From an optimization exercise on the open Yosys and OpenROAD flow, aimed at small area; shortcuts taken in it are not production practice.
In this exercise RTL edits were held to simulation tests only and were not proved equivalent to the original.
Power figures rest on the tool's default switching activity, not on a simulated workload.

## flow/design.v (module list and top-level ports; edited modules follow where they fit)
// module c_inv: 1 lines
// module c_nand2: 1 lines
// module c_nor2: 1 lines
// module c_and2: 1 lines
// module c_or2: 1 lines
// module c_xor2: 1 lines
// module c_xnor2: 1 lines
// module c_a21oi: 1 lines
// module c_o21ai: 1 lines
// module c_mux2i: 1 lines
// module c_a21o: 1 lines
// module c_o21a: 1 lines
// module c_mux2: 1 lines
// module c_o22ai: 1 lines
// module alu_ctl: 31 lines
// module alu: 8329 lines
// module rf_aoi222: 3 lines
// module rf_nand4: 3 lines
// module rf_nand3: 3 lines
// module rf_or3: 3 lines
// module rf_or4: 3 lines
// module rf_dec: 21 lines
// module rf_rbit: 17 lines
// module rf_rbitk: 18 lines
// module cpu_register: 37 lines
// module cpuv1: 27 lines
module cpuv1(
    input logic clk,
    input logic [31:0] inst,
    output logic [31:0] result
);
  // ...
==> flow/run.sh <==
#!/bin/bash
# synth_recipe.tcl (not shown) runs the flow's synth.tcl, then flattens the netlist and writes it again
# the make line also repeats each setting of config.mk as NAME=value (left out here)
make -C /OpenROAD-flow-scripts/flow DESIGN_CONFIG=/design/flow/config.mk WORK_HOME=/design/flow/orfs CLKGATE_MAP_FILE= SYNTH_SCRIPT=/design/flow/synth_recipe.tcl finish
==> flow/config.mk <==
export PLATFORM = sky130hd
export DESIGN_NAME = cpuv1
export DESIGN_NICKNAME = cpuv1
export VERILOG_FILES = /design/flow/design.v
export SDC_FILE = /design/flow/constraint.sdc
export NUM_CORES = 4
export LEC_CHECK = 0
export CAP_MARGIN = 5
export CORE_MARGIN = 2
export CORE_UTILIZATION = 50
export CTS_BUF_LIST = sky130_fd_sc_hd__clkbuf_8
export GPL_TIMING_DRIVEN = 0
export SLEW_MARGIN = 5
export SYNTH_HIERARCHICAL = 1
==> flow/constraint.sdc <==
create_clock -name core_clock -period 130.0 [get_ports {clk}]
set_input_delay 26.0000 -clock core_clock [delete_from_list [all_inputs] [get_ports {clk}]]
set_output_delay 26.0000 -clock core_clock [all_outputs]
set_load 0.01 [all_outputs]
==> run summary, run 1 <==
htree depth=4; Logic inverters=275; Seq/total area=0.379; ANT nets after route=0; Hold Violations, Final=0; Top Layer Used=met5; commonest non-fill, non-tap cell in the layout=o22ai_1; Hold WC Path Type=reg2reg; CTS buffer count=136; Power Clock=0.236 mW; Hold Crit Start=DATA[31][7]$_DFFE_PP_; smallest hold slack=1.81 ns; M1 WL=100,000 um; average cell area after synthesis=9.86 um2; Comb. pwr=1.51 mW; Net Sw Frac=0.485; # port buffers=47; pre-CTS WS=-11.16 ns; Peak Freq=0.00792 GHz; Area Growth Syn to Fin=16.3%; GR Util met3=0.0911; Rows=132; Pleak=24.7 nW; # fillers=11,050; Worst path depth=291; CTS max path bufs=3; Via density=7.31; period utilization=0.971; outcome=timing/DRC/antenna clean; worst setup margin=3.80 ns; Clock Sinks=966; fin util=0.584; sequential power share=0.234; CTS root buf=clkbuf_8; Top delay family on crit path=compound AO/OA/AOI/OAI gates; r2r worst-path depth=286; share of cells above drive strength 1=0.100; Critical Path End Type=output port; Hold Path End=DATA[32][26]$_DFF_P_; max cap viols=0
==> inputs of run 2 (changes only) <==
--- a/flow/config.mk
+++ b/flow/config.mk
@@ -8,5 +8,5 @@
 export CAP_MARGIN = 5
 export CORE_MARGIN = 2
-export CORE_UTILIZATION = 50
+export CORE_UTILIZATION = 58
 export CTS_BUF_LIST = sky130_fd_sc_hd__clkbuf_8
 export GPL_TIMING_DRIVEN = 0
==> run 2 against run 1 <==
Still clean. Hold slack gained 0.11 ns. Sequential share of layout area is 0.16 points higher. Final cell count down 2.9%. First-iteration DRC count decreased by 0.83%.
==> run summary, run 2 <==
fin cells=8,566; commonest non-fill, non-tap cells in the layout=o22ai_1 (1,200), edfxtp_1 (928), o21ai_1 (646); CP endpoint=result[27]; CTS root buf=clkbuf_8; dpl hpwl=197,000 um; largest fanout on the critical path=31; share of cells above drive strength 1=0.0970 (-0.00317); Peak Freq=0.00789 GHz (-0.47%); initial DRC count=11,166; worst setup margin=3.20 ns (-0.593 ns); CP most frequent cell=o22ai_1; initial antenna violation count=24; Die Wd=339 um; average cell area after synthesis=9.86 um2 (unchanged); Worst slew margin=0.115; Placed Cells incl. Taps=8,300; Core Area=111,000 um2; Pwr Total=2.29 mW; ANT nets after route=0 (unchanged); minimum clock period=126.80 ns; Rows=122 (-7.6%); commonest non-fill, non-tap cell in the layout=o22ai_1; Clock Sinks=966 (unchanged); Global Route Usage Sum=0.469; Mapped Cells=6,590; Via density=7.60 (+3.9%); RR Endpoint=DATA[9][27]$_DFFE_PP_; htree depth=4 (unchanged); largest registers=DATA: 966 flops; max cap viols=0 (unchanged); fin util=0.678 (+0.0937); DRC Markers=0; max reg flops=966; CTS buffer count=133 (-2.2%); Worst Max-Slew Pin Slew=1.32 ns; VDD IR max=0.0360 mV; Die Ht=339 um; CP arrival=100.80 ns; via count=65,105; Worst Skew=0.0475 ns; worst setup path category=in2out; startpoint types=input port; syn_nets=6,623; Nets=6,995; initial core utilization=0.586; Critical R2R Launch=DATA[32][36]$_DFF_P_; CP max-delay cell=or3_1; GP Congestion=1.01; Area Growth Syn to Fin=15.8%; die area=115,000 um2; reg2reg setup slack=56.44 ns; router iterations before antenna repair=22; outcome=timing/DRC/antenna clean; r2r worst-path depth=291 (+1.7%); # port buffers=47 (unchanged); Hold Crit Depth=10; pre-CTS WS=-11.57 ns (-0.406 ns); Biggest register=DATA; Clock transition at path regs=0.06 ns; synthesized cell area=65,000 um2; pwr dens=30.5 nW/um2; final WL=281,000 um; I/O Pins=65; max incr delay on CP=0.92 ns; number of global-route vias before repair=60,613; Hold Violations, Final=0 (unchanged); CTS max path bufs=3 (unchanged); Critical Path End Type=output port; mean routed wirelength per cell=32.7 um; Crit. Startpoint=inst[17]; WP data required=104.00 ns; area occupied by multi-input gates=37,000 um2; Reg area=28,600 um2; later-pin clock latency in the skew report=0.78 ns; final setup fails=0; CTS tree=built; # fillers=8,588 (-22%); first-pass GRT wire length=396,000 um; Hold WC Path Type=reg2reg; yosys warns=12; period utilization=0.975 (+0.00456); gr ovfl total=0; Pleak=24.7 nW (-0.29%); largest net degree at the start of global routing=139; Pins Over Slew Limit=0
==> run 2: worst min-delay path by stage <==
stage / from / end
after floorplan: DATA[28][0]$_DFFE_PP_ / DATA[32][0]$_DFF_P_
after global placement: DATA[22][0]$_DFFE_PP_ / DATA[32][1]$_DFF_P_
after detailed placement: DATA[22][0]$_DFFE_PP_ / DATA[32][1]$_DFF_P_
after CTS: DATA[31][0]$_DFFE_PP_ / DATA[32][1]$_DFF_P_
after global routing: DATA[19][8]$_DFFE_PP_ / DATA[32][25]$_DFF_P_
final: DATA[31][0]$_DFFE_PP_ / DATA[32][1]$_DFF_P_
==> run 2: area by class of cell <==
cell class | instances | area share
multi-input combinational | 5288 | 0.492
sequential | 966 | 0.380
timing repair buffer | 241 | 0.0520
clock buffer | 139 | 0.0254
tap | 1488 | 0.0247
inverter | 275 | 0.0138
clock inverter | 97 | 0.00712
buffer | 57 | 0.00437
antenna | 15 | 0.000499
==> run 2: metrics by stage <==
stage,instance area [um2],setup TNS (ns),hold WS (ns)
global route,75200,-0.857,2.00
finish,75200,0,1.92
floorplan,65000,0,1.62
detailed placement,71700,-335.81,1.77
CTS,74500,0,1.81
global placement,67300,-595.07,2.46
==> run 2: power breakdown <==
part,total [mW],leakage [nW],internal [mW],switching (mW)
clock network,0.223,1.36,0.109,0.114
registers,0.536,8.73,0.528,0.00816
logic,1.53,14.6,0.543,0.991
total,2.29,24.7,1.18,1.11
==> run 2: per-layer routing <==
layer	global-route usage	routed length [um]	vias up
li1	-	-	28108
met5	0	86	-
met1	0.530	90900	30409
met3	0.128	37400	1439
met4	0.435	30200	12
met2	0.722	122000	5137
==> run 2: worst max-delay path, delay by kind of cell <==
kind	cells	cell delay, ns
buffers and inverters	31	5.20
AND/OR/NAND/NOR	15	3.94
AO/OA/AOI/OAI	215	57.81
XOR/XNOR	32	7.43
==> run 2: timing repair <==
action,in CTS,in global routing
pin swaps,3,10
gates resized for setup,64,93
endpoints found under the hold margin,0,0
setup endpoints to repair,32,32
setup buffers,2,17
hold buffers,0,0
==> inputs of run 3 (changes only) <==
--- a/flow/config.mk
+++ b/flow/config.mk
@@ -9,5 +9,7 @@
 export CORE_MARGIN = 2
 export CORE_UTILIZATION = 58
-export CTS_BUF_LIST = sky130_fd_sc_hd__clkbuf_8
+export CTS_BUF_LIST = sky130_fd_sc_hd__clkbuf_16
+export CTS_CLUSTER_DIAMETER = 100
+export CTS_CLUSTER_SIZE = 22
 export GPL_TIMING_DRIVEN = 0
 export SLEW_MARGIN = 5
==> run 3 against run 2 <==
Worst setup slack better by 0.19 ns. Register-to-register slack worse by 0.12 ns. Sequential power hardly changed. Highest routed layer unchanged. First-iteration DRC count is 0.30% lower. Routed wire length is 0.95% lower. Non-clock buffer count stayed put. Hold slack worse by 0.092 ns. Final cell count is 1.8% lower.
==> run summary, run 3 <==
met3 wire len=37,300 um (-0.28%); syn_nets=6,623 (unchanged); reg2reg setup slack=56.32 ns (-0.12 ns); commonest non-fill, non-tap cell in the layout=o22ai_1; mean routed wirelength per cell=33.0 um (+0.85%); hold_buf cts=0 (unchanged); Hold WC Path Type=reg2reg; # port buffers=47 (unchanged); Area Growth Syn to Fin=14.3%; Via density=7.66 (+0.78%); Worst Skew=0.0289 ns (-0.0186 ns); die area=115,000 um2 (unchanged); commonest non-fill, non-tap cells in the layout=o22ai_1 (1,197), edfxtp_1 (928), o21ai_1 (646); initial antenna violation count=15 (-38%); DP Area=71,700 um2 (unchanged); final setup fails=0 (unchanged); Worst path depth=292 (-0.34%); largest registers=DATA: 966 flops; Biggest register=DATA; outcome=timing/DRC/antenna clean; startpoint types=input port; Mapped Cells=6,590 (unchanged); Placed Cells incl. Taps=8,300 (unchanged); initial core utilization=0.586 (unchanged); ANT nets after route=0 (unchanged); r2r worst-path depth=289 (-0.69%); Critical Path End Type=output port; max cap viols=0 (unchanged); Critical R2R Launch=DATA[32][36]$_DFF_P_; Hold Crit Depth=8 (-2); worst setup path category=in2out; I/O Pins=65 (unchanged); htree depth=2 (-2); largest fanout on the critical path=31 (unchanged); Die Ht=339 um (unchanged); router iterations before antenna repair=11 (-50%); share of cells above drive strength 1=0.0838 (-0.0132); Nets=6,911 (-1.2%); CP max-delay cell=xnor2_1; WP data required=104.00 ns (about the same); CP arrival=100.61 ns (-0.19 ns); CP most frequent cell=o22ai_1; # fillers=8,673 (+0.99%); Clock transition at path regs=0.09 ns (+0.03 ns); first-pass GRT wire length=393,000 um (-0.84%); Core Area=111,000 um2 (unchanged); number of global-route vias before repair=59,664 (-1.6%); Hold Crit Start=DATA[22][6]$_DFFE_PP_; Global Route Usage Sum=0.464 (-0.00455); WL met2=121,000 um (-0.58%); Worst slew margin=0.0698 (-0.0457); Worst Path Buf+Inv=31 (unchanged); Clock Sinks=966 (unchanged); fin cells=8,413 (-1.8%); max incr delay on CP=0.87 ns (-0.05 ns); yosys warns=12 (unchanged); CTS max path bufs=3 (unchanged); VDD IR max=0.0354 mV (-1.6%); Hold Violations, Final=0 (unchanged); average cell area after synthesis=9.86 um2 (unchanged); Top delay family on crit path=compound AO/OA/AOI/OAI gates; Die Wd=339 um (unchanged); final instance area=74,300 um2 (-1.3%); Hold Path End=DATA[32][26]$_DFF_P_; Worst Max-Slew Pin Slew=1.39 ns (+0.0735 ns); minimum clock period=126.61 ns (-0.185 ns); CTS tree=built; RR Endpoint=DATA[5][26]$_DFFE_PP_; Rows=122 (unchanged); period utilization=0.974 (-0.00142); initial DRC count=11,133 (-0.30%); Pins Over Slew Limit=0 (unchanged); pwr dens=30.0 nW/um2 (-1.4%); gr ovfl total=0 (unchanged); max reg flops=966 (unchanged); dpl hpwl=197,000 um (unchanged); final WL=278,000 um (-0.95%); later-pin clock latency in the skew report=0.67 ns (-0.11 ns); Pleak=24.2 nW (-2.1%); DRC Markers=0 (unchanged); synthesized cell area=65,000 um2 (unchanged); CTS buffer count=49 (-63%); GP Congestion=1.01 (unchanged); CTS root buf=clkbuf_16; via count=64,442 (-1.0%); Top Layer Used=met5; Peak Freq=0.00790 GHz (+0.15%); M1 WL=89,300 um (-1.8%); largest net degree at the start of global routing=139 (unchanged); Pwr Total=2.23 mW (-2.7%)
[run 3: per-stage QoR]
step                      utilization  hold WS (ns)  worst slack [ns]  TNS [ns]
after CTS                       0.663          1.83            0.0227         0
after detailed placement        0.646          1.77            -11.57   -335.81
final                           0.669          1.83              3.39         0
after global placement          0.607          2.46            -19.69   -595.07
after floorplan                     -          1.62             12.70         0
after global routing            0.669          1.86            -0.333     -2.25
[run 3: cell type report]
class | instances | area [um2] | share of cell area
Antenna cell | 6 | 15.0 | 0.000202
Buffer | 57 | 329 | 0.00443
Clock buffer | 51 | 1280 | 0.0172
Clock inverter | 41 | 159 | 0.00214
Inverter | 275 | 1040 | 0.0140
Multi-Input combinational cell | 5288 | 37100 | 0.499
Sequential cell | 966 | 28600 | 0.386
Tap cell | 1488 | 1860 | 0.0251
Timing Repair Buffer | 241 | 3880 | 0.0523
[run 3: what timing repair did]
action / CTS / global route
hold endpoints to repair: 0 / 0
pin swaps: 2 / 8
resized for setup: 71 / 99
setup endpoints to repair: 32 / 32
buffers inserted: 3 / 16
[run 3: power by group]
| group | leakage, nW | internal [mW] | switching, mW |
|---|---|---|---|
| clock network | 0.842 | 0.0715 | 0.0964 |
| registers | 8.73 | 0.528 | 0.00806 |
| logic | 14.6 | 0.541 | 0.986 |
| total | 24.2 | 1.14 | 1.09 |
[run 3: worst max path at each step]
stage / slack, ns / from / to
detailed placement: -11.57 / inst[16] / result[25]
floorplan: 12.70 / inst[13] / result[31]
CTS: 0.02 / inst[17] / result[31]
global route: -0.33 / inst[17] / result[31]
finish: 3.39 / inst[17] / result[26]
global placement: -19.69 / inst[16] / result[19]
[run 3: routing by layer]
metal,vias to the layer above,global-route usage
met3,1319,0.119
met4,12,0.416
met1,30247,0.533
met2,4963,0.718
li1,27901,-
met5,-,0
[run 3: worst reg2reg max path, delay by kind of cell (launching register included)]
family          cells  cell delay [ns]
xor+xnor           33             7.71
buf+inv            28             4.51
simple gates       12             2.65
compound gates    216            58.30
flops               1             0.33
==> inputs of run 4 (changes only) <==
--- a/flow/config.mk
+++ b/flow/config.mk
@@ -11,5 +11,5 @@
 export CTS_BUF_LIST = sky130_fd_sc_hd__clkbuf_16
 export CTS_CLUSTER_DIAMETER = 100
-export CTS_CLUSTER_SIZE = 22
+export CTS_CLUSTER_SIZE = 26
 export GPL_TIMING_DRIVEN = 0
 export SLEW_MARGIN = 5
==> run 4 against run 3 <==
Hold slack worse by 0.076 ns. Register-to-register slack worse by 0.51 ns. Flip-flop and latch count unchanged. Sequential power about the same. Still clean on timing, DRC and antenna. Non-clock buffer count up 3. Combinational power about the same. Largest cell class unchanged. Critical path type unchanged. Core utilization down 0.11 points. Clock skew up 0.0068 ns. Worst setup slack worse by 0.36 ns. Critical path depth down 2. Largest power group unchanged. Routed wire length about the same. Maximum frequency down 0.28%. Highest routed layer unchanged.
==> run summary, run 4 <==
number of global-route vias before repair=59,792 (+0.21%); I/O Pins=65 (unchanged); final WL=278,000 um (about the same); initial DRC count=11,324 (+1.7%); router iterations before antenna repair=15 (+4); first-pass GRT wire length=394,000 um (+0.16%); Critical R2R Launch=DATA[32][36]$_DFF_P_; Pwr Total=2.23 mW (-0.23%); largest registers=DATA: 966 flops; Peak Freq=0.00788 GHz (-0.28%); ANT nets after route=0 (unchanged); CTS max path bufs=3 (unchanged); share of cells above drive strength 1=0.0837 (-0.000168); htree depth=2 (unchanged); yosys warns=12 (unchanged); Pleak=24.1 nW (-0.32%); CTS buffer count=43 (-12%); DRC Markers=0 (unchanged); Hold Crit Depth=7 (-1); Worst Max-Slew Pin Slew=1.35 ns (-0.0369 ns); largest net degree at the start of global routing=139 (unchanged); initial core utilization=0.586 (unchanged); # fillers=8,663 (-0.12%); GR Util met2=0.717 (-0.00102); Hold Path End=DATA[32][25]$_DFF_P_; Nets=6,908 (-0.043%); Core Area=111,000 um2 (unchanged); CTS tree=built; pre-CTS WS=-11.57 ns (unchanged); hold_buf cts=0 (unchanged); largest fanout on the critical path=31 (unchanged); Biggest register=DATA; max incr delay on CP=0.72 ns (-0.15 ns); Global Route Usage Sum=0.465 (about the same); worst setup path category=in2out; Clock Sinks=966 (unchanged); CP most frequent cell=o22ai_1; period utilization=0.977 (+0.00274); Mapped Cells=6,590 (unchanged); later-pin clock latency in the skew report=0.65 ns (-0.02 ns); CTS root buf=clkbuf_16; final setup fails=0 (unchanged); die area=115,000 um2 (unchanged); GP Congestion=1.01 (unchanged); reg2reg setup slack=55.81 ns (-0.51 ns); worst setup margin=3.03 ns (-0.356 ns); Worst Skew=0.0357 ns (+0.00677 ns); commonest non-fill, non-tap cell in the layout=o22ai_1; # port buffers=47 (unchanged); gr busiest metal=met2; Hold Violations, Final=0 (unchanged); startpoint types=input port; Critical Path End Type=output port; synthesized cell area=65,000 um2 (unchanged); fin cells=8,412 (-0.012%); RR Endpoint=DATA[7][26]$_DFFE_PP_; CP max-delay cell=nand4_1; CP arrival=100.97 ns (+0.36 ns); Die Wd=339 um (unchanged); pwr dens=30.0 nW/um2 (about the same); Worst slew margin=0.0956 (+0.0259); Area Growth Syn to Fin=14.1%; Rows=122 (unchanged); max cap viols=0 (unchanged); initial antenna violation count=22 (+7); syn_nets=6,623 (unchanged); average cell area after synthesis=9.86 um2 (unchanged); VDD IR max=0.0365 mV (+3.0%); WP data required=104.00 ns (about the same); GR Util met3=0.124 (+0.00493); max reg flops=966 (unchanged); commonest non-fill, non-tap cells in the layout=o22ai_1 (1,198), edfxtp_1 (928), o21ai_1 (646); mean routed wirelength per cell=33.1 um (about the same); Die Ht=339 um (unchanged); outcome=timing/DRC/antenna clean; Clock transition at path regs=0.10 ns (about the same); r2r worst-path depth=288 (-0.35%); Pins Over Slew Limit=0 (unchanged); via count=64,512 (+0.11%); minimum clock period=126.97 ns (+0.356 ns); dpl hpwl=197,000 um (unchanged); Via density=7.67 (+0.12%); Hold Crit Start=DATA[19][7]$_DFFE_PP_; Placed Cells incl. Taps=8,300 (unchanged); gr ovfl total=0 (unchanged); Hold WC Path Type=reg2reg; met1 Use GR=0.531 (-0.00179)
## run 4: worst max path at each step
stage / startpoint / endpoint / slack [ns] / cells after the start
3_5_place_dp: inst[16] / result[25] / -11.57 / 289
6_report: inst[17] / result[26] / 3.03 / 290
4_1_cts: inst[17] / result[31] / 0.02 / 292
2_1_floorplan: inst[13] / result[31] / 12.70 / 288
3_3_place_gp: inst[16] / result[19] / -19.69 / 286
5_1_grt: inst[17] / result[31] / -0.26 / 291
## run 4: metal layers
layer	vias to the layer above	routed length (um)
li1	27884	-
met1	30138	90000
met2	5125	121000
met3	1359	37100
met4	6	29700
met5	-	43
## run 4: layout make-up
cell class | count | area, um2 | share of cell area
Multi-Input combinational cell | 5288 | 37100 | 0.500
Buffer | 57 | 329 | 0.00444
Clock buffer | 43 | 1080 | 0.0145
Sequential cell | 966 | 28600 | 0.386
Inverter | 275 | 1040 | 0.0140
Clock inverter | 36 | 199 | 0.00268
Tap cell | 1488 | 1860 | 0.0251
Timing Repair Buffer | 244 | 3910 | 0.0527
Antenna cell | 15 | 37.5 | 0.000506
## run 4: power by group
group	switching (mW)	leakage [nW]	internal [mW]
Sequential	0.00807	8.73	0.528
Clock	0.0954	0.736	0.0622
Combinational	0.990	14.6	0.542
## run 4: repair_timing
action,in CTS,in global routing
buffers inserted,3,19
pin swaps,2,12
hold endpoints to repair,0,0
setup endpoints to repair,32,32
gates cloned,0,0
gates resized for setup,72,96
## run 4: stage by stage
stage	area (um2)	TNS, ns	util	hold slack, ns
finish	74100	0	0.668	1.75
CTS	73400	0	0.661	1.68
floorplan	65000	0	-	1.62
detailed placement	71700	-335.81	0.646	1.77
global route	74100	-1.40	0.668	1.78
global placement	67300	-595.07	0.607	2.46
## run 4: critical path, delay by kind of cell
| kind | cells | cell delay, ns |
|---|---|---|
| AO/OA/AOI/OAI | 216 | 58.73 |
| XOR/XNOR | 32 | 7.45 |
| buffers and inverters | 29 | 4.94 |
| AND/OR/NAND/NOR | 13 | 3.39 |

-- afterwards: timing with drivers on the ports --
In the flow no input, the clock included, has a driving cell. The finished layouts below were timed again as built, in two steps. Step 1 (the two cells are an assumption about what drives the block):
set clk [get_ports {clk}]
set_driving_cell -lib_cell sky130_fd_sc_hd__clkbuf_16 $clk
set_driving_cell -lib_cell sky130_fd_sc_hd__buf_2 [delete_from_list [all_inputs] $clk]
Step 2 moves the port delays by t, midway between the first and last clock arrival at a register: inputs arrive t later, outputs are due t later. That takes back most of the time a late clock gives input paths. Three values: ideal ports, drivers, drivers and shift; two values: the first two.
run | t, ns | slack for setup (ns) | worst data-port slew with drivers (ns)
run 1 | 0.860 | 3.796 / 3.772 / 3.772 | 0.13
run 2 | 0.830 | 3.203 / 3.178 / 3.178 | 0.11
run 3 | 0.724 | 3.388 / 3.364 / 3.364 | 0.12
run 4 | 0.698 | 3.032 / 3.008 / 3.008 | 0.12
After both steps every run listed still meets setup and hold. The setup slack of run 2, which loses most, moves by -0.025 ns with the drivers and by -0.025 ns with both steps.
